What follows belongs to an exercise in optimizing a design on an open flow for small area; a production flow would make more cautious choices.
RTL that was checked went through simulation tests only; none was proved equivalent to the original.
The clock port is modelled as an ideal driver; clocking choices that lean on that would not hold on a real chip.
Power is estimated from default activity; no workload was simulated.

oak:
==> flow/design.v (excerpt) <==
module uart_txrx (
    input  wire        clk,        
    input  wire        rst,        
    input  wire [31:0] tx_data,    
    input  wire        tx_start,   
    input  wire        tx_retry,   
    output wire        txd,        
    output wire        tx_done,    
    input  wire        rxd,        
    output wire [31:0] rx_data,    
    output wire        rx_done,    
    output wire        rx_error    
);
    UART_Tx u_tx (
        .TransmittedSerialData(txd),
        .DoneTx(tx_done),
        .DataIn(tx_data),
        .CLK_Baudin(clk),
        .RstTx(rst),
        .NewData(tx_start),
        .Flag_in(tx_retry)
    );
    UART_Rx u_rx (
        .DataOut(rx_data),
        .DoneRx(rx_done),
        .SerialInputData(rxd),
        .CLK_Baudin(clk),
        .RstRx(rst),
        .Flag_Rx(rx_error),
        .DoneTx(tx_done)
    );
endmodule
For scale: ~85 flip-flops, ~73 I/O pins, ~3000 um^2 of cells after synthesis.
Settings: LEC_CHECK=0, CAP_MARGIN=20, CORE_MARGIN=2, CORE_UTILIZATION=40, PLACE_DENSITY=0.6, SLEW_MARGIN=20; clock period 5.0 ns.
standard.sh (not shown) runs the stock make flow with config.mk's settings and CLKGATE_MAP_FILE= SYNTH_SCRIPT=/design/flow/synth_recipe.tcl, a recipe that flattens the netlist after the stock synthesis.
==> flow/flow/run.sh <==
#!/bin/bash
# The standard ORFS layout (the standard.sh, standard synthesis included),
# with smaller port buffers, a clock tree without dummy loads, and power
# (size) recovery after global routing. Each ORFS step logs to orfs/logs/;
# make's own output goes to flow_make.log.
set -euo pipefail
bash standard.sh \
  "BUFFER_PORTS_ARGS=-buffer_cell sky130_fd_sc_hd__buf_1" \
  "CTS_ARGS=-sink_clustering_enable -repair_clock_nets -dont_use_dummy_load -buf_list sky130_fd_sc_hd__clkbuf_16 -sink_clustering_size 100 -sink_clustering_max_diameter 500" \
  RECOVER_POWER=100 \
  finish > flow_make.log 2>&1
Edits applied to the flow inputs when going from oak to pine:
diff --git a/flow/flow/run.sh b/flow/flow/run.sh
--- a/flow/flow/run.sh
+++ b/flow/flow/run.sh
@@ -9 +9 @@
-  "CTS_ARGS=-sink_clustering_enable -repair_clock_nets -dont_use_dummy_load -buf_list sky130_fd_sc_hd__clkbuf_16 -sink_clustering_size 100 -sink_clustering_max_diameter 500" \
+  "CTS_ARGS=-sink_clustering_enable -repair_clock_nets -dont_use_dummy_load -buf_list sky130_fd_sc_hd__clkbuf_8" \
Notes after the runs:
Looking at switching fraction of total power, pine sits 1.3 points higher than oak does.
Diff pine..oak | area after synthesis | unchanged
Looking at maximum ir drop on the vdd rail, pine sits about 16% lower than oak does.
Function was not checked in any run of this note: the RTL went through the layout flow alone.

========
The RTL this note starts from:
==> flow/design.v <==
module paritygen(ip, clk, clr, parity);
	input ip, clk, clr;
	output reg parity;
	always @(posedge clk)
		parity <= !clr & (parity ^ ip);
endmodule
module UART_Tx(TransmittedSerialData,DoneTx,DataIn,CLK_Baudin,RstTx,NewData,Flag_in);
	localparam size = 32;
	input [size-1:0] DataIn;
	input CLK_Baudin, RstTx, NewData;
	input Flag_in;
	output TransmittedSerialData;
	output reg DoneTx;
	localparam [5:0] ST_IDLE  = 6'd0;
	localparam [5:0] ST_FIRST = 6'd1;    
	reg [5:0] counter;
	reg [36:0] ring;
	wire idle = (counter[3:0] == 4'b0000);
	wire pend = (counter[3:0] == 4'b1000);
	wire last = ({counter[5], counter[2:0]} == 4'b0100);
	wire inj  = ({counter[5:3], counter[0]} == 4'b1001);
	wire load = idle & NewData;
	wire Parity;
	paritygen parity1(.ip(ring[1]), .clk(CLK_Baudin), .clr(idle | pend), .parity(Parity));
	always @(posedge CLK_Baudin or posedge RstTx) begin
		if (RstTx) begin
			counter <= ST_IDLE;
			DoneTx <= 1'b0;
		end else begin
			if (load | pend)
				counter <= ST_FIRST;
			else if (last & !Flag_in)
				counter <= ST_IDLE;
			else
				counter <= {counter[4:0], counter[5] ^ counter[0]};
			if (load)
				DoneTx <= 1'b0;
			else if (last)
				DoneTx <= !Flag_in;
		end
	end
	always @(posedge CLK_Baudin) begin
		ring[36]    <= load | ring[0];
		ring[35:34] <= ring[36:35];
		ring[33:2]  <= load ? DataIn : ring[34:3];
		ring[1]     <= load ? 1'b0 : inj ? Parity : ring[2];
		ring[0]     <= load ? 1'b1 : inj ? Parity : ring[1];
	end
	assign TransmittedSerialData = ring[0] | idle;
endmodule
module UART_Rx(DataOut, DoneRx, SerialInputData, CLK_Baudin, RstRx, Flag_Rx, DoneTx);
	parameter size = 32;
	input SerialInputData;
	input CLK_Baudin, RstRx;
	input DoneTx;  
	output [size-1:0] DataOut;
	output DoneRx;
	output Flag_Rx;
	localparam [5:0] ST_IDLE  = 6'd0;
	localparam [5:0] ST_FIRST = 6'd1;
	reg [5:0] counter;
	reg [size+1:0] shift_reg;
	reg good;
	wire idle  = (counter[2:0] == 3'b000);
	wire check = ({counter[5:3], counter[0]} == 4'b1001);
	always @(posedge CLK_Baudin or posedge RstRx) begin
		if (RstRx) begin
			counter <= ST_IDLE;
			good <= 1'b0;
		end else begin
			if (idle)
				counter <= SerialInputData ? ST_IDLE : ST_FIRST;
			else if (check)
				counter <= ST_IDLE;
			else
				counter <= {counter[4:0], counter[5] ^ counter[0]};
			if (idle)
				good <= !SerialInputData;
			else if (!check)
				good <= good ^ SerialInputData;
		end
	end
	always @(posedge CLK_Baudin)
		shift_reg <= {SerialInputData, shift_reg[size+1:1]};
	assign DataOut = shift_reg[size-1:0];
	assign Flag_Rx = check & !good;
	assign DoneRx = idle & good;
endmodule
module uart_txrx (
    input  wire        clk,        
    input  wire        rst,        
    input  wire [31:0] tx_data,    
    input  wire        tx_start,   
    input  wire        tx_retry,   
    output wire        txd,        
    output wire        tx_done,    
    input  wire        rxd,        
    output wire [31:0] rx_data,    
    output wire        rx_done,    
    output wire        rx_error    
);
    UART_Tx u_tx (
        .TransmittedSerialData(txd),
        .DoneTx(tx_done),
        .DataIn(tx_data),
        .CLK_Baudin(clk),
        .RstTx(rst),
        .NewData(tx_start),
        .Flag_in(tx_retry)
    );
    UART_Rx u_rx (
        .DataOut(rx_data),
        .DoneRx(rx_done),
        .SerialInputData(rxd),
        .CLK_Baudin(clk),
        .RstRx(rst),
        .Flag_Rx(rx_error),
        .DoneTx(tx_done)
    );
endmodule
export LEC_CHECK = 0
export CAP_MARGIN = 20
export CORE_MARGIN = 2
export CORE_UTILIZATION = 40
export PLACE_DENSITY = 0.6
export SLEW_MARGIN = 20
create_clock -name core_clock -period 5.0 [get_ports {clk}]
==> flow/flow/run.sh <==
#!/bin/bash
# The standard ORFS layout (the standard.sh, standard synthesis included),
# with the capture muxes swapped for a22o cells (flow/pre_floorplan.tcl),
# smaller port buffers, cells sized down after placement, and a small
# hand-built two-level clock tree (flow/pre_cts.tcl). Each ORFS step logs to
# orfs/logs/; make's own output goes to flow_make.log.
set -euo pipefail
bash standard.sh \
  "BUFFER_PORTS_ARGS=-buffer_cell sky130_fd_sc_hd__buf_1" \
  "POST_RESIZE_TCL=$PWD/flow/post_resize.tcl" \
  "PRE_FLOORPLAN_TCL=$PWD/flow/pre_floorplan.tcl" \
  "PRE_CTS_TCL=$PWD/flow/pre_cts.tcl" \
  "CTS_ARGS=-clk_nets clk -sink_clustering_enable -dont_use_dummy_load -buf_list sky130_fd_sc_hd__clkbuf_8" \
  finish > flow_make.log 2>&1
==> flow/flow/pre_cts.tcl <==
source [file join [file dirname [info script]] mtree.tcl]
build_clock_tree {
  {9 clkbuf_4 clkbuf_2}
  {5 clkbuf_8 clkbuf_2}
  {10 clkbuf_4 clkbuf_2}
  {6 clkbuf_8 clkbuf_2}
  {11 clkbuf_4 clkbuf_2}
  {7 clkbuf_8 clkbuf_2}
} 0.105
==> flow/flow/pre_floorplan.tcl <==
# Before floorplanning: Yosys/ABC maps the transmitter's word capture (load a
# bit of tx_data or take the next ring stage) to one mux2 per bit, all on one
# select net. An a22o (8.76 um2) with the select and its inverse, the inverse
# made once by a shared inverter, does the same in less area than a mux2
# (11.26 um2), so swap every mux2 whose select drives two or more of them.
# Buffers left without a load are removed by the floorplan step.
set block [ord::get_db_block]
set db [ord::get_db]
set a22o [$db findMaster sky130_fd_sc_hd__a22o_1]
set inv [$db findMaster sky130_fd_sc_hd__inv_1]
# the net a select comes from before any buffers ABC put on it
proc unbuffered {net} {
  while 1 {
    set drv ""
    foreach it [$net getITerms] { if {[$it isOutputSignal]} { set drv [$it getInst] } }
    if {$drv eq "" || ![string match sky130_fd_sc_hd__buf_* [[$drv getMaster] getName]]} {
      return $net
    }
    set net [[$drv findITerm A] getNet]
  }
}
set bysel [dict create]
foreach inst [$block getInsts] {
  if {![string match sky130_fd_sc_hd__mux2_* [[$inst getMaster] getName]]} continue
  set snet [unbuffered [[$inst findITerm S] getNet]]
  dict lappend bysel [$snet getId] $inst
}
set n 0
set swapped 0
dict for {sid insts} $bysel {
  if {[llength $insts] < 2} continue
  set snet [odb::dbNet_getNet $block $sid]
  set nnet [odb::dbNet_create $block mux_sel_n_$n]
  set iv [odb::dbInst_create $block $inv mux_sel_inv_$n]
  [$iv findITerm A] connect $snet
  [$iv findITerm Y] connect $nnet
  foreach inst $insts {
    set a0 [[$inst findITerm A0] getNet]
    set a1 [[$inst findITerm A1] getNet]
    set x [[$inst findITerm X] getNet]
    set name [$inst getName]
    odb::dbInst_destroy $inst
    set g [odb::dbInst_create $block $a22o $name]
    [$g findITerm A1] connect $snet
    [$g findITerm A2] connect $a1
    [$g findITerm B1] connect $nnet
    [$g findITerm B2] connect $a0
    [$g findITerm X] connect $x
    incr swapped
  }
  incr n
}
puts "pre_floorplan: $swapped mux2 cells on $n select nets swapped for a22o"
Other scripts of this flow, unchanged in this note and not shown: flow/flow/mtree.tcl, flow/flow/post_resize.tcl
Change:
==> flow/flow/run.sh (replaced) <==
#!/bin/bash
# The standard ORFS layout (the standard.sh, standard synthesis included),
# with the capture muxes swapped for a22o cells and the rest of the logic
# remapped for area by OpenROAD's restructure (flow/pre_floorplan.tcl,
# flow/post_floorplan.tcl),
# smaller port buffers, cells sized down after placement, and a small
# hand-built two-level clock tree (flow/pre_cts.tcl). Each ORFS step logs to
# orfs/logs/; make's own output goes to flow_make.log.
set -euo pipefail
python3 flow/filt_lib.py "$FLOW_HOME/platforms/sky130hd/lib/sky130_fd_sc_hd__tt_025C_1v80.lib" \
  "$PWD/rmp.lib" > filt_lib.log 2>&1
bash standard.sh \
  "RMP_LIB=$PWD/rmp.lib" \
  "BUFFER_PORTS_ARGS=-buffer_cell sky130_fd_sc_hd__buf_1" \
  "POST_RESIZE_TCL=$PWD/flow/post_resize.tcl" \
  "PRE_FLOORPLAN_TCL=$PWD/flow/pre_floorplan.tcl" \
  "POST_FLOORPLAN_TCL=$PWD/flow/post_floorplan.tcl" \
  "PRE_CTS_TCL=$PWD/flow/pre_cts.tcl" \
  "CTS_ARGS=-clk_nets clk -sink_clustering_enable -dont_use_dummy_load -buf_list sky130_fd_sc_hd__clkbuf_8" \
  finish > flow_make.log 2>&1
==> flow/flow/filt_lib.py (new file) <==
# Copy a liberty file without the cells ORFS marks don't-use for sky130hd
# (probe cells, lpflow cells), for ABC to map to.
import re, sys
src, dst = sys.argv[1], sys.argv[2]
drop = re.compile(r'sky130_fd_sc_hd__(probe|lpflow_)')
out = []
skip_depth = None
depth = 0
with open(src) as f:
    for line in f:
        if skip_depth is None:
            m = re.match(r'\s*cell\s*\(\s*"?([^")]+)"?\s*\)', line)
            if m and drop.match(m.group(1)):
                skip_depth = depth
        opens = line.count('{'); closes = line.count('}')
        if skip_depth is None:
            out.append(line)
        depth += opens - closes
        if skip_depth is not None and depth <= skip_depth:
            skip_depth = None
with open(dst, 'w') as g:
    g.writelines(out)
==> flow/flow/post_floorplan.tcl (new file) <==
# After floorplanning: let OpenROAD's restructure remap the combinational
# logic with ABC for area, against a copy of the library without the don't-use cells (run.sh
# writes it).
set rmp_dir $::env(OBJECTS_DIR)/rmp
file mkdir $rmp_dir
set_dont_use $::env(DONT_USE_CELLS)
restructure -target area -liberty_file $::env(RMP_LIB) \
  -tielo_port sky130_fd_sc_hd__conb_1/LO -tiehi_port sky130_fd_sc_hd__conb_1/HI \
  -work_dir $rmp_dir -abc_logfile $rmp_dir/abc.log
report_design_area
--- a/flow/flow/pre_cts.tcl
+++ b/flow/flow/pre_cts.tcl
@@ -7,3 +7,3 @@
   {11 clkbuf_4 clkbuf_2}
   {7 clkbuf_8 clkbuf_2}
-} 0.105
+} 0.115
--- a/flow/flow/pre_floorplan.tcl
+++ b/flow/flow/pre_floorplan.tcl
@@ -52,2 +52,3 @@
 }
 puts "pre_floorplan: $swapped mux2 cells on $n select nets swapped for a22o"
+
=>
- register-to-register slack improves by 0.27 ns
- sequential power came out lower by about 20%
- die area stays the same
- worst setup slack loses 0.13 ns
Change:
--- a/flow/flow/pre_cts.tcl
+++ b/flow/flow/pre_cts.tcl
@@ -7,3 +7,3 @@
   {11 clkbuf_4 clkbuf_2}
   {7 clkbuf_8 clkbuf_2}
-} 0.115
+} 0.105
Wire length decreases slightly.
Utilization increases by 0.22 points.
Fmax stays flat.
Clock skew barely changes.
Change:
--- a/flow/flow/run.sh
+++ b/flow/flow/run.sh
@@ -2,6 +2,5 @@
 # The standard ORFS layout (the standard.sh, standard synthesis included),
 # with the capture muxes swapped for a22o cells and the rest of the logic
-# remapped for area by OpenROAD's restructure (flow/pre_floorplan.tcl,
-# flow/post_floorplan.tcl),
+# remapped for area by OpenROAD's restructure (flow/pre_floorplan.tcl),
 # smaller port buffers, cells sized down after placement, and a small
 # hand-built two-level clock tree (flow/pre_cts.tcl). Each ORFS step logs to
@@ -15,5 +14,4 @@
   "POST_RESIZE_TCL=$PWD/flow/post_resize.tcl" \
   "PRE_FLOORPLAN_TCL=$PWD/flow/pre_floorplan.tcl" \
-  "POST_FLOORPLAN_TCL=$PWD/flow/post_floorplan.tcl" \
   "PRE_CTS_TCL=$PWD/flow/pre_cts.tcl" \
   "CTS_ARGS=-clk_nets clk -sink_clustering_enable -dont_use_dummy_load -buf_list sky130_fd_sc_hd__clkbuf_8" \
--- a/flow/flow/pre_floorplan.tcl
+++ b/flow/flow/pre_floorplan.tcl
@@ -53,2 +53,12 @@
 puts "pre_floorplan: $swapped mux2 cells on $n select nets swapped for a22o"
 
+# Then let OpenROAD's restructure remap the combinational logic with ABC for
+# area, against a copy of the library without the don't-use cells (run.sh
+# writes it).
+set rmp_dir $::env(OBJECTS_DIR)/rmp
+file mkdir $rmp_dir
+set_dont_use $::env(DONT_USE_CELLS)
+restructure -target area -liberty_file $::env(RMP_LIB) \
+  -tielo_port sky130_fd_sc_hd__conb_1/LO -tiehi_port sky130_fd_sc_hd__conb_1/HI \
+  -work_dir $rmp_dir -abc_logfile $rmp_dir/abc.log
+report_design_area
removed: flow/flow/post_floorplan.tcl
With this change the flow failed in 2_1_floorplan on EST-0104.
Synthesized cell count rose slightly.

==> port drivers added, routing unchanged <==
In the flow no input, the clock included, has a driving cell. The finished layouts below were timed again as built, in two steps. Step 1: set_driving_cell puts a clkbuf_16 on clk and a buf_2 on each other input, an assumption about the parent block. Step 2 moves the port delays by t, midway between the first and last clock arrival at a register: inputs arrive t later, outputs are due t later. That takes back most of the time a late clock gives input paths. Three values: ideal, step 1, step 2; two values: the first two.
| run | t (ns) | setup slack, ns | worst setup path at the end |
|---|---|---|---|
| oak | 0.352 | 1.966 / 1.934 / 1.973 | register to register |
| pine | 0.356 | 1.957 / 1.929 / 1.959 | register to register |
| the first run of note 2 | 0.501 | 2.192 / 2.165 / 2.192 | input to register |
| the second run of note 2 | 0.486 | 2.065 / 2.039 / 2.096 | input to register |
| the third run of note 2 | 0.489 | 2.065 / 2.038 / 2.077 | input to register |
After both steps setup and hold are still met in every run listed.
